What follows belongs to an exercise in optimizing a design on an open flow for small area; a production flow would make more cautious choices.
The RTL was checked by simulation tests, not by an equivalence proof against the original design.
Power figures rest on the tool's default switching activity, not on a simulated workload.

==> flow/design.v (outline; a module is shown in full before it is edited, if it fits) <==
// module URATE: 981 lines
// module FA: 4 lines
// module HA: 4 lines
module URATE (
    input clk,
    input rst,
    input signed [15:0] in,
    output signed [15:0] out
);
  // ...
==> flow/flow/run.sh <==
#!/bin/bash
# Own flow: the standard layout (standard.sh, unchanged synthesis), with two changes:
# port buffers use the smallest buffer cell, and clock tree synthesis inserts no dummy loads.
set -euo pipefail
bash standard.sh \
  'BUFFER_PORTS_ARGS=-buffer_cell sky130_fd_sc_hd__buf_1' \
  'CTS_ARGS=-sink_clustering_enable -repair_clock_nets -dont_use_dummy_load -buf_list {sky130_fd_sc_hd__clkbuf_8} -sink_clustering_size 10' \
  finish > standard_flow.log 2>&1
==> flow/standard.sh <==
#!/bin/bash
# synth_recipe.tcl (not shown) runs the flow's synth.tcl, then flattens the netlist and writes it again
# the make line also repeats each setting of config.mk as NAME=value (left out here)
make -C /OpenROAD-flow-scripts/flow DESIGN_CONFIG=/design/flow/config.mk WORK_HOME=/design/flow/orfs CLKGATE_MAP_FILE= SYNTH_SCRIPT=/design/flow/synth_recipe.tcl "${@:-finish}"
==> flow/config.mk <==
export PLATFORM = sky130hd
export DESIGN_NAME = URATE
export DESIGN_NICKNAME = URATE
export VERILOG_FILES = /design/flow/design.v
export SDC_FILE = /design/flow/constraint.sdc
export NUM_CORES = 4
export LEC_CHECK = 0
export CAP_MARGIN = 20
export CORE_MARGIN = 2
export CORE_UTILIZATION = 40
export CTS_BUF_LIST = sky130_fd_sc_hd__clkbuf_4 sky130_fd_sc_hd__clkbuf_8
export CTS_CLUSTER_SIZE = 30
export SLEW_MARGIN = 20
export SYNTH_HIERARCHICAL = 1
export SYNTH_MINIMUM_KEEP_SIZE = 0
==> flow/constraint.sdc <==
create_clock -name core_clock -period 14.0 [get_ports {clk}]
set_input_delay 2.8000 -clock core_clock [delete_from_list [all_inputs] [get_ports {clk}]]
set_output_delay 2.8000 -clock core_clock [all_outputs]
set_load 0.01 [all_outputs]
==> impl_metrics.yaml, run 1 <==
worst_setup_path:
  crit_top_cell: "fa_1"
  max_stage_delay_ps: 400
  crit-reg2reg-launch: "r1[0]$_DFF_PP0_"
  worst_setup_path_start_kind: "register"
min_path:
  hp-class: "reg -> reg"
sta:
  total_negative_slack_ps: 0
  finalCritPeriodShare: 0.8781
  slew-limit-headroom: 0.2911
  finalClockSkew_ps: 43.84
final_layout:
  seqAreaFraction: 0.3654
  buffers_non_clock: 43
  largest_registers: "r0 x31, r1 x29, r2 x26"
  final_core_utilization: 0.4220
  final_layout_size_suffix_gt1_frac: 0.05252
synth:
  mappedNetlistArea_um2: 13910
  postSynthCellCount: 939
  synth_top_area_cell: "fa_1"
  synth-xor-area-share: 0.06108
  synth.distinct_cells: 62
  synth-warning-count: 7
  ys_seq_area_frac: 0.3810
clock_tree:
  htreeDepth: 4
  clkLatencyLatePin_ps: 480
  cts.root.buffer_cell: "clkbuf_8"
  cts_sinks: 199
  ctsHoldBuffers: 0
drt:
  detail_route.iter0.violations: 705
  top_signal_layer_used: "met4"
placement:
  gp_routability_congestion: 0.8502
  pre_cts_slack_ps: 1587
status:
  run_status: "finished clean"
power_and_ir_drop:
  power.total_mw: 3.101
  power.internal_mw: 1.857
  power.ir.vdd_worst_v: 0.0001011
global_routing:
  grt_first_pass_wirelength_mm: 46.05
  grt_util_met1: 0.2539
run:
  maxCapViolations: 0
==> run 2, diff against run 1 <==
--- a/flow/flow/run.sh
+++ b/flow/flow/run.sh
@@ -5,4 +5,4 @@
 bash standard.sh \
   'BUFFER_PORTS_ARGS=-buffer_cell sky130_fd_sc_hd__buf_1' \
-  'CTS_ARGS=-sink_clustering_enable -repair_clock_nets -dont_use_dummy_load -buf_list {sky130_fd_sc_hd__clkbuf_8} -sink_clustering_size 10' \
+  'CTS_ARGS=-sink_clustering_enable -repair_clock_nets -dont_use_dummy_load -buf_list {sky130_fd_sc_hd__clkbuf_4 sky130_fd_sc_hd__clkbuf_8}' \
   finish > standard_flow.log 2>&1
--- a/flow/config.mk
+++ b/flow/config.mk
@@ -8,5 +8,5 @@
 export CAP_MARGIN = 20
 export CORE_MARGIN = 2
-export CORE_UTILIZATION = 40
+export CORE_UTILIZATION = 70
 export CTS_BUF_LIST = sky130_fd_sc_hd__clkbuf_4 sky130_fd_sc_hd__clkbuf_8
 export CTS_CLUSTER_SIZE = 30
==> impl_metrics.yaml, run 2 <==
placement:
  placed_cells_incl_taps: 1183
  gp_routability_congestion: 0.9353
  dp_hpwl_mm: 23.06
  quantity_of_i_o_buffers_inserted_on_ports: 33
  place_area_um2: 14040
synth:
  synth_async_sr_flop_share: 0.6784
  synth_top_area_cell: "fa_1"
  postSynthCellCount: 939
  synth_most_common_cell: "fa_1"
  post_synth_main_area_contributors: "fa_1 (35%), dfrtp_1 (24%), edfxtp_1 (14%), xor2_1 (4.2%), a22oi_1 (4.1%)"
  synth_top_area_frac: 0.3497
  ys_ff_latch: 199
  synth-warning-count: 7
  synth.distinct_cells: 62
  synth_enable_flop_cells: 64
  ys_seq_area_frac: 0.3810
  post_synth.cell_area_avg_um2: 14.81
  mappedNetlistArea_um2: 13910
  most_numerous_cell_types_in_the_synthesized_netlist: "fa_1 (243), dfrtp_1 (135), a22oi_1 (76)"
  yosys_most_used_dff: "dfrtp_1"
clock_tree:
  cts_resizes: 0
  cts_post_setup_buffers_inserted: 0
  clkLatencyLatePin_ps: 480
  tritoncts: "built"
  cts_buffer_depth: 2
  ctsHoldBuffers: 0
  cts_sinks: 199
  cts.root.buffer_cell: "clkbuf_8"
  htreeDepth: 4
  clk_pin_slew_worst_paths_ps: 120
  tritoncts.num_buffers: 17
sta:
  slew_viol_final: 0
  total_negative_slack_ps: 0
  timing.fmax_mhz: 80.58
  finalClockSkew_ps: 39.47
  slew-limit-headroom: 0.3081
  finalCritPeriodShare: 0.8864
  final_hold_viol_count: 0
  tightestPinTransition_ps: 1038
  rsz0062_at_grt: "no"
  setup_viol_count_final: 0
  fin_crit_ps: 12410
global_routing:
  pin_count_of_the_biggest_net_entering_global_routing: 86
  grt_first_pass_wirelength_mm: 48.90
  antenna_violations_before_repair: 0
  first_global_vias: 8696
  grt.overflow.total: 0
  grt_use_total: 0.3083
final_layout:
  design.final.nets: 1214
  insertedDiodeCount: 0
  postLayoutCellArea_um2: 14290
  largest_registers: "r0 x31, r1 x29, r2 x26"
  final_layout_size_suffix_gt1_frac: 0.05455
  largest_register: "r0"
  most_common_cell_after_layout_fill_and_taps_aside: "fa_1"
  area.growth.synth_to_final_pct: 2.699
  largest_register_ff_count: 31
  layout_common_cells: "fa_1 (243), dfrtp_1 (135), a22oi_1 (76)"
  fin_cells: 1200
floorplan:
  die_width_um: 145.0
  core_area_um2: 19460
  io-pin-count: 34
  rows: 51
  chipHeight_um: 145.0
  start_util: 0.7147
  design.die.area_um2: 21010
worst_setup_path:
  max_stage_delay_ps: 420
  path_class: "reg -> reg"
  worst_setup_path_start_kind: "register"
  arrival_ps: 12810
  cp_data_required_time_ps: 14400
  critical_path_buf_inv_count: 0
  cell_type_group_with_the_largest_total_delay_on_the_critical_path: "adder cells"
  critPathMaxFanout: 1
  setup_crit_end_kind: "register"
  cpMaxStageDelayCell: "fa_1"
  crit_top_cell: "fa_1"
power_and_ir_drop:
  power.total_mw: 3.210
  powerDensity_nw_per_um2: 224.7
  power.ir.vdd_worst_v: 0.0003247
  pleak_nw: 5.434
drt:
  route.vias.total: 7973
  drcViolationCount: 0
  detail_route.iter0.violations: 924
  avgViaCountPerCell: 6.644
  antenna_left: 0
  drt_wl_total_mm: 29.76
  avgRoutedWirePerCell_um: 24.80
  drt_pass_1_iters: 7
status:
  run_status: "finished clean"
run:
  maxCapViolations: 0
min_path:
  hp-class: "reg -> reg"
-- run 2: report_power, final --
part           internal, mW  switching, mW  leakage (nW)
Sequential            0.906          0.257          2.21
Combinational         0.884          0.874          3.10
Clock                 0.108          0.181         0.122
Total                  1.90           1.31          5.43
-- run 2: path summary, 6_finish.rpt --
path | startpoint | to | slack (ps) | cells after the start
max | r0[0]$_DFF_PP0_ | r0[30]$_DFF_PP0_ | 1590 | 32
min | r1[0]$_DFF_PP0_ | r0[0]$_DFF_PP0_ | 470 | 1
max reg2reg | r0[0]$_DFF_PP0_ | r0[30]$_DFF_PP0_ | 1590 | 32
min reg2reg | r1[0]$_DFF_PP0_ | r0[0]$_DFF_PP0_ | 470 | 1
max in group asynchronous | rst | r0[17]$_DFF_PP0_ | 10320 | 4
min in group asynchronous | rst | r3[17]$_DFF_PP0_ | 2570 | 3
-- run 2: kinds of logic (layout without fill, tap and decap cells) --
| group | after synthesis | count (layout) | synth area share |
|---|---|---|---|
| other | 1 | 3 | 0.0002696 |
| xor gates and xnor gates | 97 | 97 | 0.06108 |
| and+or+nand+nor | 87 | 87 | 0.03436 |
| muxes | 17 | 17 | 0.01223 |
| AOI/OAI and AO/OA | 206 | 206 | 0.1131 |
| buffers and inverters | 73 | 67 | 0.03382 |
| adders and majority gates | 259 | 259 | 0.3641 |
| DFF | 199 | 199 | 0.3810 |
-- run 2: routing by layer --
layer | share of wire | GRT usage
met1 | 0.37 | 0.4147
met2 | 0.54 | 0.5340
met3 | 0.051 | 0.03711
met4 | 0.035 | 0.1020
met5 | 0 | 0
-- run 2: through the flow --
stage / setup slack [ps] / util / hold WS (ps)
after floorplan: 1783 / - / 455.7
after global placement: 1866 / 0.7213 / 477.2
after detailed placement: 1484 / 0.7213 / 476.9
after CTS: 1483 / 0.7333 / 485.7
after global routing: 1109 / 0.7340 / 512.7
final: 1590 / 0.7340 / 473.8
-- run 2: modules after synthesis (local to each module, per instance) --
module / cell area [µm²] / cells
FA: 20.02 / 1
URATE: 8932 / 687
HA: 12.51 / 1
-- run 2: final cells by class --
class / instances / area [µm²]
Multi-Input combinational cell: 669 / 8178
Sequential cell: 199 / 5300
Fill cell: 1278 / 5177
Tap cell: 265 / 331.6
Clock buffer: 17 / 234.0
Timing Repair Buffer: 45 / 217.7
Inverter: 5 / 23.77
==> run 3, diff against run 2 <==
--- a/flow/config.mk
+++ b/flow/config.mk
@@ -8,5 +8,5 @@
 export CAP_MARGIN = 20
 export CORE_MARGIN = 2
-export CORE_UTILIZATION = 70
+export CORE_UTILIZATION = 40
 export CTS_BUF_LIST = sky130_fd_sc_hd__clkbuf_4 sky130_fd_sc_hd__clkbuf_8
 export CTS_CLUSTER_SIZE = 30
==> impl_metrics.yaml, run 3 <==
status:
  run_status: "finished clean"
sta:
  total_negative_slack_ps: 0
  timing.fmax_mhz: 81.34
  setup_viol_count_final: 0
  slew_viol_final: 0
  slew-limit-headroom: 0.2911
  fin_crit_ps: 12290
  tightestPinTransition_ps: 1063
  rsz0062_at_grt: "no"
  finalClockSkew_ps: 43.84
  finalCritPeriodShare: 0.8781
  final_hold_viol_count: 0
drt:
  drcViolationCount: 0
  route.vias.total: 7548
  avgRoutedWirePerCell_um: 19.74
  avgViaCountPerCell: 5.438
  drt_pass_1_iters: 5
  drt_wl_total_mm: 27.40
  detail_route.iter0.violations: 705
  antenna_left: 0
final_layout:
  largest_registers: "r0 x31, r1 x29, r2 x26"
  largest_register: "r0"
  final_layout_size_suffix_gt1_frac: 0.05252
  layout_common_cells: "fa_1 (243), dfrtp_1 (135), a22oi_1 (76)"
  insertedDiodeCount: 0
  design.final.nets: 1212
  largest_register_ff_count: 31
  area.growth.synth_to_final_pct: 4.291
  most_common_cell_after_layout_fill_and_taps_aside: "fa_1"
power_and_ir_drop:
  swShare: 0.4011
  powerDensity_nw_per_um2: 213.8
  share_comb_of_total_power: 0.538
  share_clk_of_total_power: 0.093
  switching_power_mw: 1.244
  pleak_nw: 5.439
  power.internal_mw: 1.857
  power.ir.vdd_worst_v: 0.0001011
  seq_power_share: 0.369
  power.total_mw: 3.101
worst_setup_path:
  arrival_ps: 12650
  setup_crit_end_kind: "register"
  max_stage_delay_ps: 400
  cp_data_required_time_ps: 14360
  cpMaxStageDelayCell: "fa_1"
  worst_setup_path_start_kind: "register"
  path_class: "reg -> reg"
  reg2reg_depth: 32
  critPathMaxFanout: 2
  crit_top_cell: "fa_1"
global_routing:
  gr-max-usage-layer: "met1"
  grt_first_pass_wirelength_mm: 46.05
  grt.overflow.total: 0
  first_global_vias: 8080
  grt_use_met3: 0.02668
  grt_util_met1: 0.2539
  pin_count_of_the_biggest_net_entering_global_routing: 71
  grt_use_total: 0.1647
  met2_resource_use_gr: 0.2463
  antenna_violations_before_repair: 0
synth:
  synth_most_common_cell: "fa_1"
  synth_async_sr_flop_share: 0.6784
  ys_seq_area_frac: 0.3810
  synth_top_area_cell: "fa_1"
  synth_enable_flop_cells: 64
  synth-warning-count: 7
  post_synth_main_area_contributors: "fa_1 (35%), dfrtp_1 (24%), edfxtp_1 (14%), xor2_1 (4.2%), a22oi_1 (4.1%)"
  post_synth.cell_area_avg_um2: 14.81
  yosys_most_used_dff: "dfrtp_1"
  synth_top_area_frac: 0.3497
  synth.distinct_cells: 62
  mappedNetlistArea_um2: 13910
  postSynthCellCount: 939
  most_numerous_cell_types_in_the_synthesized_netlist: "fa_1 (243), dfrtp_1 (135), a22oi_1 (76)"
  ys_ff_latch: 199
placement:
  gp_routability_congestion: 0.8502
  quantity_of_i_o_buffers_inserted_on_ports: 33
  dp_hpwl_mm: 21.60
clock_tree:
  htreeDepth: 4
  clkLatencyLatePin_ps: 480
  cts_sinks: 199
  cts_resizes: 0
  cts_buffer_depth: 2
  ctsHoldBuffers: 0
  cts_post_setup_buffers_inserted: 0
  clk_pin_slew_worst_paths_ps: 70
  tritoncts: "built"
  tritoncts.num_buffers: 17
  cts.root.buffer_cell: "clkbuf_8"
run:
  maxCapViolations: 0
floorplan:
  core_area_um2: 34370
  design.die.area_um2: 36280
  start_util: 0.4047
  die_width_um: 190.5
  chipHeight_um: 190.5
  io-pin-count: 34
  rows: 68
min_path:
  hold_depth: 1
  hp-class: "reg -> reg"
==> run 3: worst max-delay path, delay by kind of cell, from the launching register on <==
kind	cells	cell delay, ps
xor+xnor	2	320
fa+ha+maj	30	11490
flops	1	390
==> run 3: layout make-up <==
type                    count  area (µm²)
flip-flops and latches    199        5300
inverters                   5       23.77
clock buffers              17       234.0
well taps                 455       569.3
multi-input cells         669        8180
fillers                  3153       19870
repair buffers             43       198.9
==> run 3: Yosys stat by module, one instance, submodules excluded <==
| module | flip-flops and latches | area (µm²) | cells inside | times used |
|---|---|---|---|---|
| HA | 0 | 12.51 | 1 | 9 |
| FA | 0 | 20.02 | 1 | 243 |
| URATE | 199 | 8932 | 687 | 1 |
==> run 3: final timing paths <==
kind	from	to	slack, ps
worst min register to register	r0[0]$_DFF_PP0_	r0[0]$_DFF_PP0_	490
worst max register to register	r1[0]$_DFF_PP0_	r0[30]$_DFF_PP0_	1710
max in group asynchronous	rst	r0[29]$_DFF_PP0_	10080
worst min-delay path	r0[0]$_DFF_PP0_	r0[0]$_DFF_PP0_	490
worst max-delay path	r1[0]$_DFF_PP0_	r0[30]$_DFF_PP0_	1710
min in group asynchronous	rst	r1[2]$_DFF_PP0_	2610
==> run 3: cells by family after synthesis <==
logic type	synth area share
multiplexers	0.01223
XOR/XNOR	0.06108
AND/OR/NAND/NOR	0.03436
AO/OA/AOI/OAI	0.1131
buffers and inverters	0.03382
flip-flops	0.3810
other	0.0002696
adder cells (fa/ha/maj)	0.3641
==> run 3: layer usage <==
metal	vias to the layer above	part of all wire
met2	233	0.46
met5	-	0
met1	4042	0.47
met3	14	0.055
li1	3259	-
met4	0	0.0089
==> run 3: through the flow <==
step                hold slack (ps)  worst slack (ps)  cell area (µm²)    util  instances
floorplan                     455.7              1783            13920       -        941
global placement              466.7              1730            14270  0.4152       1371
detailed placement            475.1              1587            14270  0.4152       1371
CTS                           492.9              1552            14500  0.4220       1388
global route                  517.9              1315            14510  0.4220       1388
finish                        485.8              1706            14510  0.4220       1388
==> run 3: power groups by stage <==
stage	sequential [mW]	combinational, mW	clock, mW
after detailed placement	1.17	1.73	0
after global routing	1.20	2.04	0.326
after floorplan	1.11	1.33	0
final	1.15	1.67	0.287
after global placement	1.16	1.61	0
after CTS	1.16	1.73	0.302
==> run 4, diff against run 3 <==
==> flow/flow/run.sh (replaced) <==
#!/bin/bash
# Own flow: the standard layout (standard.sh, unchanged synthesis), with two changes:
# port buffers use the smallest buffer cell, and clock tree synthesis inserts no dummy loads.
set -euo pipefail
bash standard.sh \
  'BUFFER_PORTS_ARGS=-buffer_cell sky130_fd_sc_hd__buf_1' \
  'CTS_ARGS=-sink_clustering_enable -repair_clock_nets -dont_use_dummy_load -buf_list {sky130_fd_sc_hd__clkbuf_8 sky130_fd_sc_hd__clkbuf_16}' \
  finish > standard_flow.log 2>&1
==> impl_metrics.yaml, run 4 <==
sta:
  fin_crit_ps: 12290
  hold-worst-slack_ps: 481.4
  rsz0062_at_grt: "no"
  tightestPinTransition_ps: 1075
  finalClockSkew_ps: 28.77
  finalCritPeriodShare: 0.8780
  final_hold_viol_count: 0
  total_negative_slack_ps: 0
  slew_viol_final: 0
  timing.fmax_mhz: 81.36
  setup_viol_count_final: 0
  slew-limit-headroom: 0.2832
floorplan:
  core_area_um2: 34370
  design.die.area_um2: 36280
  io-pin-count: 34
  rows: 68
  chipHeight_um: 190.5
  die_width_um: 190.5
  start_util: 0.4047
clock_tree:
  ctsHoldBuffers: 0
  cts_resizes: 0
  clkLatencyLatePin_ps: 440
  cts.root.buffer_cell: "clkbuf_16"
  htreeDepth: 4
  tritoncts.num_buffers: 17
  tritoncts: "built"
  cts_post_setup_buffers_inserted: 0
  cts_buffer_depth: 2
  cts_sinks: 199
  clk_pin_slew_worst_paths_ps: 60
synth:
  post_synth_main_area_contributors: "fa_1 (35%), dfrtp_1 (24%), edfxtp_1 (14%), xor2_1 (4.2%), a22oi_1 (4.1%)"
  postSynthCellCount: 939
  synth_async_sr_flop_share: 0.6784
  synth_top_area_cell: "fa_1"
  ys_ff_latch: 199
  ys_seq_area_frac: 0.3810
  yosys.area_share.adder: 0.3641
  post_synth.cell_area_avg_um2: 14.81
  synth_simple_gate_area_frac: 0.03436
  yosys_most_used_dff: "dfrtp_1"
  synth_top_family_by_area: "adder cells"
  synth-warning-count: 7
  synth_enable_flop_cells: 64
  mappedNetlistArea_um2: 13910
  synth_mux_area_frac: 0.01223
  synth_most_common_cell: "fa_1"
  synth_compound_gate_area_share: 0.1131
  synth.distinct_cells: 62
  synth_top_area_frac: 0.3497
  most_numerous_cell_types_in_the_synthesized_netlist: "fa_1 (243), dfrtp_1 (135), a22oi_1 (76)"
  synth-xor-area-share: 0.06108
worst_setup_path:
  crit-reg2reg-launch: "r1[0]$_DFF_PP0_"
  path_class: "reg -> reg"
  arrival_ps: 12630
  crit_top_cell: "fa_1"
  setup_crit_end_kind: "register"
  max_stage_delay_ps: 400
  critPathMaxFanout: 2
  cpMaxStageDelayCell: "fa_1"
  worst_r2r_endpoint: "r0[30]$_DFF_PP0_"
  cp_data_required_time_ps: 14330
  reg2reg_depth: 32
  reg2reg_setup_slack_ps: 1710
  worst_setup_path_start_kind: "register"
power_and_ir_drop:
  powerDensity_nw_per_um2: 219.6
  pleak_nw: 5.526
  power.ir.vdd_worst_v: 0.0001027
global_routing:
  first_global_vias: 8087
  grt.overflow.total: 0
  antenna_violations_before_repair: 0
  grt_first_pass_wirelength_mm: 46.11
  pin_count_of_the_biggest_net_entering_global_routing: 71
  grt_use_total: 0.1656
drt:
  avgViaCountPerCell: 5.460
  route.vias.total: 7579
  antenna_left: 0
  avgRoutedWirePerCell_um: 19.84
  detail_route.iter0.violations: 652
  drcViolationCount: 0
  drt_pass_1_iters: 5
  drt_wl_total_mm: 27.54
final_layout:
  final_layout_size_suffix_gt1_frac: 0.05252
  insertedDiodeCount: 0
  layout_common_cells: "fa_1 (243), dfrtp_1 (135), a22oi_1 (76)"
  fillers: 3132
  design.final.nets: 1212
  largest_registers: "r0 x31, r1 x29, r2 x26"
  most_common_cell_after_layout_fill_and_taps_aside: "fa_1"
  largest_register_ff_count: 31
  largest_register: "r0"
  area.growth.synth_to_final_pct: 5.667
min_path:
  hp-class: "reg -> reg"
  hold_path_startpoint: "r0[0]$_DFF_PP0_"
  hold_depth: 1
  worstHoldEndpoint: "r0[0]$_DFF_PP0_"
status:
  run_status: "finished clean"
placement:
  quantity_of_i_o_buffers_inserted_on_ports: 33
  dp_hpwl_mm: 21.60
  gp_routability_congestion: 0.8502
run:
  maxCapViolations: 0
[run 4: worst max-delay path by stage]
stage	cells past startpoint	from	slack, ps	end
2_1_floorplan	3	rst	1780	x0[0]$_SDFFCE_PP0P_
3_3_place_gp	32	r1[0]$_DFF_PP0_	1730	r0[30]$_DFF_PP0_
3_5_place_dp	32	r1[0]$_DFF_PP0_	1590	r0[30]$_DFF_PP0_
4_1_cts	32	r1[0]$_DFF_PP0_	1560	r0[30]$_DFF_PP0_
5_1_grt	32	r1[0]$_DFF_PP0_	1330	r0[30]$_DFF_PP0_
6_report	32	r1[0]$_DFF_PP0_	1710	r0[30]$_DFF_PP0_
[run 4: area by class of cell]
class | instances | area, µm² | area share
Tap cell | 455 | 569.3 | 0.03873
Multi-Input combinational cell | 669 | 8180 | 0.5566
Timing Repair Buffer | 43 | 198.9 | 0.01354
Clock buffer | 17 | 425.4 | 0.02894
Sequential cell | 199 | 5300 | 0.3606
Inverter | 5 | 23.77 | 0.001617
[run 4: critical path: cells and delay by family, from the launching register on]
kind                       cells  cell delay, ps
xor gates and xnor gates       2             320
adders and majority gates     30           11500
DFF                            1             380
[run 4: metrics by stage]
step	total power [mW]	instances	utilization	instance area, µm²	setup slack [ps]
2_1_floorplan	2.443	941	-	13920	1783
6_report	3.227	1388	0.4276	14700	1708
3_3_place_gp	2.772	1371	0.4152	14270	1730
3_5_place_dp	2.896	1371	0.4152	14270	1587
4_1_cts	3.319	1388	0.4275	14700	1562
5_1_grt	3.689	1388	0.4276	14700	1325
[run 4: where the power goes]
| part | switching [mW] | leakage (nW) | total (mW) | internal (mW) |
|---|---|---|---|---|
| logic | 0.828 | 3.11 | 1.67 | 0.846 |
| registers | 0.240 | 2.21 | 1.15 | 0.908 |
| clock network | 0.195 | 0.209 | 0.406 | 0.212 |
| total | 1.26 | 5.53 | 3.23 | 1.96 |
[run 4: kinds of logic (layout without fill, tap and decap cells)]
| logic type | count (synthesis) | in the layout |
|---|---|---|
| buffers and inverters | 73 | 65 |
| flip-flops | 199 | 199 |
| AO/OA/AOI/OAI | 206 | 206 |
| multiplexers | 17 | 17 |
| XOR/XNOR | 97 | 97 |
| other | 1 | 3 |
| adder cells (fa/ha/maj) | 259 | 259 |
| AND/OR/NAND/NOR | 87 | 87 |
[run 4: metal layers]
layer,part of all wire,global-route usage,wire length (µm),up-vias
li1,-,-,-,3270
met1,0.47,0.2548,12970,4039
met2,0.46,0.2470,12620,254
met3,0.059,0.02503,1638,16
met4,0.011,0.04085,308,0
met5,0,0,0,-
[run 4: modules after synthesis, one instance, submodules excluded]
module  cell area (µm²)  copies in the design  cells inside  flops+latches
URATE              8932                     1           687            199
FA                20.02                   243             1              0
HA                12.51                     9             1              0
==> run 5, diff against run 4 <==
==> flow/flow/run.sh (replaced) <==
#!/bin/bash
# Own flow: the standard layout (standard.sh) with three changes:
#  - synthesis is the standard synthesis script with one difference: the ABC
#    technology-mapping step uses an area-oriented script (flow/abc_area.script)
#    instead of ORFS's speed script; registers, flattening and renaming are unchanged;
#  - port buffers use the smallest buffer cell;
#  - clock tree synthesis inserts no dummy loads.
set -euo pipefail
here=$PWD
# ORFS's synth.tcl with only the ABC script replaced
sed 's|^\(\s*\)log_cmd abc {\*}\$abc_args$|\1set abc_args [lreplace $abc_args 1 1 '"$here"'/flow/abc_area.script]\n\1log_cmd abc {*}$abc_args|' \
  "$FLOW_HOME/scripts/synth.tcl" > "$here/synth_area.tcl"
grep -q 'flow/abc_area.script' "$here/synth_area.tcl"
# The standard flow's synthesis wrapper, sourcing that copy
sed 's|source \$::env(SCRIPTS_DIR)/synth.tcl|source '"$here"'/synth_area.tcl|' synth_recipe.tcl > "$here/synth_own.tcl"
grep -q 'synth_area.tcl' "$here/synth_own.tcl"
bash standard.sh \
  "SYNTH_SCRIPT=$here/synth_own.tcl" \
  'BUFFER_PORTS_ARGS=-buffer_cell sky130_fd_sc_hd__buf_1' \
  'CTS_ARGS=-sink_clustering_enable -repair_clock_nets -dont_use_dummy_load -buf_list {sky130_fd_sc_hd__clkbuf_4 sky130_fd_sc_hd__clkbuf_8}' \
  finish > standard_flow.log 2>&1
==> flow/flow/abc_area.script (new file) <==
&get -n
&st
&dch -f
&nf -a -R 1000
&put
--- a/flow/config.mk
+++ b/flow/config.mk
@@ -6,10 +6,10 @@
 export NUM_CORES = 4
 export LEC_CHECK = 0
-export CAP_MARGIN = 20
+export CAP_MARGIN = 0
 export CORE_MARGIN = 2
 export CORE_UTILIZATION = 40
 export CTS_BUF_LIST = sky130_fd_sc_hd__clkbuf_4 sky130_fd_sc_hd__clkbuf_8
 export CTS_CLUSTER_SIZE = 30
-export SLEW_MARGIN = 20
+export SLEW_MARGIN = 0
 export SYNTH_HIERARCHICAL = 1
 export SYNTH_MINIMUM_KEEP_SIZE = 0
==> impl_metrics.yaml, run 5 <==
worst_setup_path:
  path_class: "reg -> reg"
  arrival_ps: 12640
  setup_crit_end_kind: "register"
  cp_data_required_time_ps: 14360
  cpMaxStageDelayCell: "dfrtp_1"
  critPathMaxFanout: 2
  timing.critical_path.to: "r0[30]$_DFF_PP0_"
  worst_setup_path_start_kind: "register"
  launch_point_of_the_worst_path: "r1[0]$_DFF_PP0_"
  crit-reg2reg-launch: "r1[0]$_DFF_PP0_"
  crit_top_cell: "fa_1"
  reg2reg_depth: 32
  max_stage_delay_ps: 400
  reg2reg_setup_slack_ps: 1710
  worst_r2r_endpoint: "r0[30]$_DFF_PP0_"
power_and_ir_drop:
  pleak_nw: 5.504
  power.ir.vdd_worst_v: 0.0001706
  power.total_mw: 3.085
  powerDensity_nw_per_um2: 215.9
synth:
  synth-warning-count: 7
  yosys_most_used_dff: "dfrtp_1"
  post_synth_main_area_contributors: "fa_1 (37%), dfrtp_1 (25%), edfxtp_1 (14%), xor2_1 (5.3%), a22oi_1 (5.1%)"
  post_synth.cell_area_avg_um2: 15.22
  synth_most_common_cell: "fa_1"
  mappedNetlistArea_um2: 13300
  synth_top_area_cell: "fa_1"
  synth_async_sr_flop_share: 0.6784
  synth_enable_flop_cells: 64
  most_numerous_cell_types_in_the_synthesized_netlist: "fa_1 (243), dfrtp_1 (135), a22oi_1 (91)"
  ys_ff_latch: 199
  postSynthCellCount: 874
  ys_seq_area_frac: 0.3984
  synth.distinct_cells: 34
  synth_top_area_frac: 0.3657
drt:
  antenna_left: 0
  drcViolationCount: 0
  drt_wl_total_mm: 29.07
  avgViaCountPerCell: 5.504
  avgRoutedWirePerCell_um: 21.23
  detail_route.iter0.violations: 717
  route.vias.total: 7535
  drt_pass_1_iters: 6
floorplan:
  die_width_um: 186.4
  core_area_um2: 32620
  chipHeight_um: 186.4
  io-pin-count: 34
  start_util: 0.4079
  rows: 66
  design.die.area_um2: 34740
global_routing:
  pin_count_of_the_biggest_net_entering_global_routing: 73
  grt.overflow.total: 0
  antenna_violations_before_repair: 0
  grt_use_total: 0.1812
  first_global_vias: 8170
  grt_first_pass_wirelength_mm: 47.91
final_layout:
  largest_register: "r0"
  most_common_cell_after_layout_fill_and_taps_aside: "fa_1"
  final_layout_size_suffix_gt1_frac: 0.05070
  layout_common_cells: "fa_1 (243), dfrtp_1 (135), a22oi_1 (91)"
  area.growth.synth_to_final_pct: 7.374
  largest_register_ff_count: 31
  design.final.nets: 1206
  insertedDiodeCount: 0
  largest_registers: "r0 x31, r1 x29, r2 x26"
sta:
  fin_crit_ps: 12290
  finalCritPeriodShare: 0.8776
  timing.fmax_mhz: 81.39
  finalClockSkew_ps: 38.10
  slew-limit-headroom: 0.2198
  tightestPinTransition_ps: 1170
  slew_viol_final: 0
  setup_viol_count_final: 0
  final_hold_viol_count: 0
  rsz0062_at_grt: "no"
  total_negative_slack_ps: 0
placement:
  dp_hpwl_mm: 20.92
  quantity_of_i_o_buffers_inserted_on_ports: 33
  gp_routability_congestion: 0.8336
min_path:
  hold_depth: 1
  hp-class: "reg -> reg"
clock_tree:
  tritoncts: "built"
  cts_sinks: 199
  tritoncts.num_buffers: 17
  cts.root.buffer_cell: "clkbuf_8"
  htreeDepth: 4
  clk_pin_slew_worst_paths_ps: 90
  cts_post_setup_buffers_inserted: 0
  cts_resizes: 0
  ctsHoldBuffers: 0
  clkLatencyLatePin_ps: 500
  cts_buffer_depth: 2
run:
  maxCapViolations: 0
status:
  run_status: "finished clean"
==> run 5: changes by cell type after synthesis, moves of 6 or more <==
cell,previous run,this run
a22oi_1,76,91
clkinv_1,0,6
buf_6,9,0
a221oi_1,15,0
clkbuf_1,6,0
buf_4,25,16
nand2_1,21,34
buf_2,25,0
a221o_1,15,1
xor2_1,66,81
==> run 5: cell type report <==
class,instances,area [µm²]
flip-flops and latches,199,5300
repair buffers,50,251.5
clock buffers,17,234.0
multi-input cells,655,7919
well taps,442,553.0
fillers,2944,18330
inverters,6,27.53
==> run 5: logic make-up (layout without fill, tap and decap cells) <==
group,Yosys count,in the layout,synth area share
flops,199,199,0.3984
simple gates,84,84,0.02934
buf+inv,22,73,0.01072
xor+xnor,112,112,0.07373
mux,16,16,0.01204
compound gates,181,181,0.09480
fa+ha+maj,259,259,0.3807
other cells,1,3,0.0002819
==> run 5: how the worst min path moves through the flow <==
stage                          start               end
global route        r0[30]$_DFF_PP0_  r0[30]$_DFF_PP0_
finish              r0[30]$_DFF_PP0_  r0[30]$_DFF_PP0_
CTS                 r0[30]$_DFF_PP0_  r0[30]$_DFF_PP0_
floorplan           r0[30]$_DFF_PP0_  r0[30]$_DFF_PP0_
detailed placement  r0[30]$_DFF_PP0_  r0[30]$_DFF_PP0_
global placement    r0[30]$_DFF_PP0_  r0[30]$_DFF_PP0_
==> run 5: modules after synthesis, one instance, submodules excluded <==
| module | copies in the design | flops+latches | cells |
|---|---|---|---|
| FA | 243 | 0 | 1 |
| HA | 9 | 0 | 1 |
| URATE | 1 | 199 | 622 |
==> run 5: power by group <==
part	internal, mW	switching, mW
Sequential	0.906	0.244
Combinational	0.832	0.809
Clock	0.108	0.187
==> run 5: worst max-delay path, delay by kind of cell (launching register included) <==
family	cells	cell delay, ps
xor gates and xnor gates	2	270
DFF	1	400
adders and majority gates	30	11490
==> run 5: per-layer routing <==
metal | global-route usage | share of wire | up-vias
li1 | - | - | 3144
met2 | 0.2701 | 0.46 | 310
met5 | 0 | 0 | -
met4 | 0.04831 | 0.015 | 0
met1 | 0.2727 | 0.45 | 4054
met3 | 0.03573 | 0.069 | 27
==> run 5: stage by stage <==
stage | hold WS (ps) | instance area, µm² | setup WS, ps | cells | utilization
3_5_place_dp | 462.1 | 14050 | 1566 | 1352 | 0.4308
2_1_floorplan | 446.7 | 13310 | 2072 | 876 | -
6_report | 478.2 | 14290 | 1714 | 1369 | 0.4379
3_3_place_gp | 470.1 | 14050 | 1716 | 1352 | 0.4308
5_1_grt | 505.0 | 14290 | 1182 | 1369 | 0.4379
4_1_cts | 477.2 | 14290 | 1548 | 1369 | 0.4379
==> run 6, diff against run 5 <==
--- a/flow/config.mk
+++ b/flow/config.mk
@@ -6,10 +6,10 @@
 export NUM_CORES = 4
 export LEC_CHECK = 0
-export CAP_MARGIN = 0
+export CAP_MARGIN = 20
 export CORE_MARGIN = 2
 export CORE_UTILIZATION = 40
 export CTS_BUF_LIST = sky130_fd_sc_hd__clkbuf_4 sky130_fd_sc_hd__clkbuf_8
 export CTS_CLUSTER_SIZE = 30
-export SLEW_MARGIN = 0
+export SLEW_MARGIN = 20
 export SYNTH_HIERARCHICAL = 1
 export SYNTH_MINIMUM_KEEP_SIZE = 0
==> impl_metrics.yaml, run 6 <==
status:
  run_status: "finished clean"
final_layout:
  most_common_cell_after_layout_fill_and_taps_aside: "fa_1"
  final_layout_size_suffix_gt1_frac: 0.05172
  area.growth.synth_to_final_pct: 7.458
  insertedDiodeCount: 0
  seqCellArea_um2: 5300
  area_of_combinational_cells_with_multiple_inputs_um2: 7919
  fillers: 2943
  layout_common_cells: "fa_1 (243), dfrtp_1 (135), a22oi_1 (91)"
  design.final.nets: 1207
  largest_register: "r0"
  largest_register_ff_count: 31
  largest_registers: "r0 x31, r1 x29, r2 x26"
drt:
  drt_pass_1_iters: 5
  avgViaCountPerCell: 5.490
  antenna_left: 0
  route.vias.total: 7521
  drcViolationCount: 0
  drt_wl_total_mm: 29.02
  avgRoutedWirePerCell_um: 21.18
  detail_route.iter0.violations: 699
synth:
  mappedNetlistArea_um2: 13300
  postSynthCellCount: 874
  synth-warning-count: 7
  ys_ff_latch: 199
  ys_seq_area_frac: 0.3984
  synth_top_area_frac: 0.3657
  synth_enable_flop_cells: 64
  post_synth_main_area_contributors: "fa_1 (37%), dfrtp_1 (25%), edfxtp_1 (14%), xor2_1 (5.3%), a22oi_1 (5.1%)"
  synth_async_sr_flop_share: 0.6784
  post_synth.cell_area_avg_um2: 15.22
  synth_top_area_cell: "fa_1"
  synth.distinct_cells: 34
  yosys_most_used_dff: "dfrtp_1"
  most_numerous_cell_types_in_the_synthesized_netlist: "fa_1 (243), dfrtp_1 (135), a22oi_1 (91)"
  synth_most_common_cell: "fa_1"
run:
  maxCapViolations: 0
worst_setup_path:
  max_stage_delay_ps: 400
  path_class: "reg -> reg"
  arrival_ps: 12640
  cpMaxStageDelayCell: "dfrtp_1"
  critPathMaxFanout: 2
  crit_top_cell: "fa_1"
  cp_data_required_time_ps: 14360
  setup_crit_end_kind: "register"
  worst_setup_path_start_kind: "register"
floorplan:
  start_util: 0.4079
  rows: 66
  chipHeight_um: 186.4
  design.die.area_um2: 34740
  io-pin-count: 34
  die_width_um: 186.4
  core_area_um2: 32620
sta:
  finalClockSkew_ps: 39.13
  final_hold_viol_count: 0
  timing.fmax_mhz: 81.42
  slew_viol_final: 0
  fin_crit_ps: 12280
  setup_viol_count_final: 0
  total_negative_slack_ps: 0
  rsz0062_at_grt: "no"
  finalCritPeriodShare: 0.8773
  slew-limit-headroom: 0.2864
  tightestPinTransition_ps: 1070
  worst_slack_ps: 1718
power_and_ir_drop:
  seq_power_share: 0.373
  powerDensity_nw_per_um2: 215.7
  switching_power_mw: 1.238
  power.internal_mw: 1.845
  power.ir.vdd_worst_v: 0.0001708
  power.total_mw: 3.083
  swShare: 0.4016
  share_comb_of_total_power: 0.532
  pleak_nw: 5.510
  share_clk_of_total_power: 0.095
clock_tree:
  clk_pin_slew_worst_paths_ps: 90
  cts_post_setup_buffers_inserted: 0
  tritoncts: "built"
  cts.root.buffer_cell: "clkbuf_8"
  cts_buffer_depth: 2
  cts_resizes: 0
  htreeDepth: 4
  tritoncts.num_buffers: 17
  clkLatencyLatePin_ps: 500
  ctsHoldBuffers: 0
  cts_sinks: 199
global_routing:
  antenna_violations_before_repair: 0
  first_global_vias: 8170
  grt_first_pass_wirelength_mm: 47.91
  grt.overflow.total: 0
  pin_count_of_the_biggest_net_entering_global_routing: 73
  grt_use_total: 0.1812
placement:
  quantity_of_i_o_buffers_inserted_on_ports: 33
  pre_cts_slack_ps: 1566
  gp_routability_congestion: 0.8336
  dp_hpwl_mm: 20.92
min_path:
  hp-class: "reg -> reg"
==> run 6: cell counts after synthesis <==
Identical to the previous run, type by type.
==> run 6: worst max-delay path, delay by kind of cell (launching register included) <==
family	cells	cell delay, ps
xor gates and xnor gates	2	270
adders and majority gates	30	11480
DFF	1	400
==> run 6: modules after synthesis, one instance, submodules excluded <==
module,cells,cell area (µm²),flops+latches
HA,1,12.51,0
FA,1,20.02,0
URATE,622,8327,199
==> run 6: path summary, 6_finish.rpt <==
check | from | endpoint | slack (ps) | cells after the start
worst max-delay path | r1[0]$_DFF_PP0_ | r0[30]$_DFF_PP0_ | 1720 | 32
worst min-delay path | r0[30]$_DFF_PP0_ | r0[30]$_DFF_PP0_ | 480 | 1
worst max register to register | r1[0]$_DFF_PP0_ | r0[30]$_DFF_PP0_ | 1720 | 32
worst min register to register | r0[30]$_DFF_PP0_ | r0[30]$_DFF_PP0_ | 480 | 1
max in group asynchronous | rst | r4[20]$_DFF_PP0_ | 10000 | 4
min in group asynchronous | rst | r0[28]$_DFF_PP0_ | 2640 | 3
==> run 6: metal layers <==
metal,global-route usage,vias to the layer above,part of all wire
met5,0,-,0
met3,0.03573,29,0.065
li1,-,3144,-
met2,0.2701,288,0.46
met1,0.2727,4060,0.46
met4,0.04831,0,0.015
==> run 6: metrics by stage <==
stage | instance area [µm²] | std cells | util | hold slack, ps
2_1_floorplan | 13310 | 876 | - | 446.7
3_5_place_dp | 14050 | 1352 | 0.4308 | 462.1
5_1_grt | 14300 | 1370 | 0.4383 | 505.0
6_report | 14300 | 1370 | 0.4383 | 478.0
3_3_place_gp | 14050 | 1352 | 0.4308 | 470.1
4_1_cts | 14290 | 1369 | 0.4379 | 477.2
==> run 6: cell families (layout without fill, tap and decap cells) <==
| logic type | after synthesis | count (layout) | synth area share |
|---|---|---|---|
| multiplexers | 16 | 16 | 0.01204 |
| adder cells (fa/ha/maj) | 259 | 259 | 0.3807 |
| buffers and inverters | 22 | 74 | 0.01072 |
| flip-flops | 199 | 199 | 0.3984 |
| AND/OR/NAND/NOR | 84 | 84 | 0.02934 |
| AO/OA/AOI/OAI | 181 | 181 | 0.09480 |
| XOR/XNOR | 112 | 112 | 0.07373 |
| other | 1 | 3 | 0.0002819 |
==> run 6: power groups by stage <==
stage | Combinational (mW) | Clock (mW) | Sequential [mW]
global route | 2.00 | 0.330 | 1.20
CTS | 1.72 | 0.307 | 1.16
detailed placement | 1.72 | 0 | 1.17
finish | 1.64 | 0.294 | 1.15
floorplan | 1.33 | 0 | 1.11
global placement | 1.59 | 0 | 1.17
==> run 6: cell type report <==
cell class / count / area share
multi-input combinational: 655 / 0.5539
sequential: 199 / 0.3707
tap: 442 / 0.03868
timing repair buffer: 51 / 0.01838
clock buffer: 17 / 0.01637
inverter: 6 / 0.001925

-- what the ideal ports hide --
No port has a modelled driver above. Below, the same layouts with a new extraction and two added sets of constraints.
Step 1 assumes that a clkbuf_16 drives the clock port and a buf_2 every other input.
Step 2 adds t to the input delays and takes it off the output delays; t is the mean of the earliest and latest rising clock arrival at the registers after step 1. Input paths then give back, and output paths get back, about the clock's delay inside the block.
Three values: ideal, step 1, step 2; two values: the first two.
run | t (ns) | setup slack, ns | hold slack, ns | slew at the worst register clock pin (ns) | worst data-port slew with drivers (ns)
run 1 | 0.496 | 1.706 / 1.706 / 1.706 | 0.486 / 0.486 / 0.486 | 0.12 / 0.12 | 0.05
run 2 | 0.500 | 1.590 / 1.590 / 1.590 | 0.474 / 0.474 / 0.474 | 0.12 / 0.12 | 0.06
run 3 | 0.496 | 1.706 / 1.706 / 1.706 | 0.486 / 0.486 / 0.486 | 0.12 / 0.12 | 0.05
run 4 | 0.478 | 1.708 / 1.708 / 1.708 | 0.481 / 0.481 / 0.481 | 0.08 / 0.08 | 0.05
run 5 | 0.532 | 1.714 / 1.714 / 1.714 | 0.478 / 0.478 / 0.478 | 0.12 / 0.12 | 0.06
run 6 | 0.533 | 1.718 / 1.718 / 1.718 | 0.478 / 0.478 / 0.478 | 0.12 / 0.12 | 0.06
After both steps every run listed still meets setup and hold.
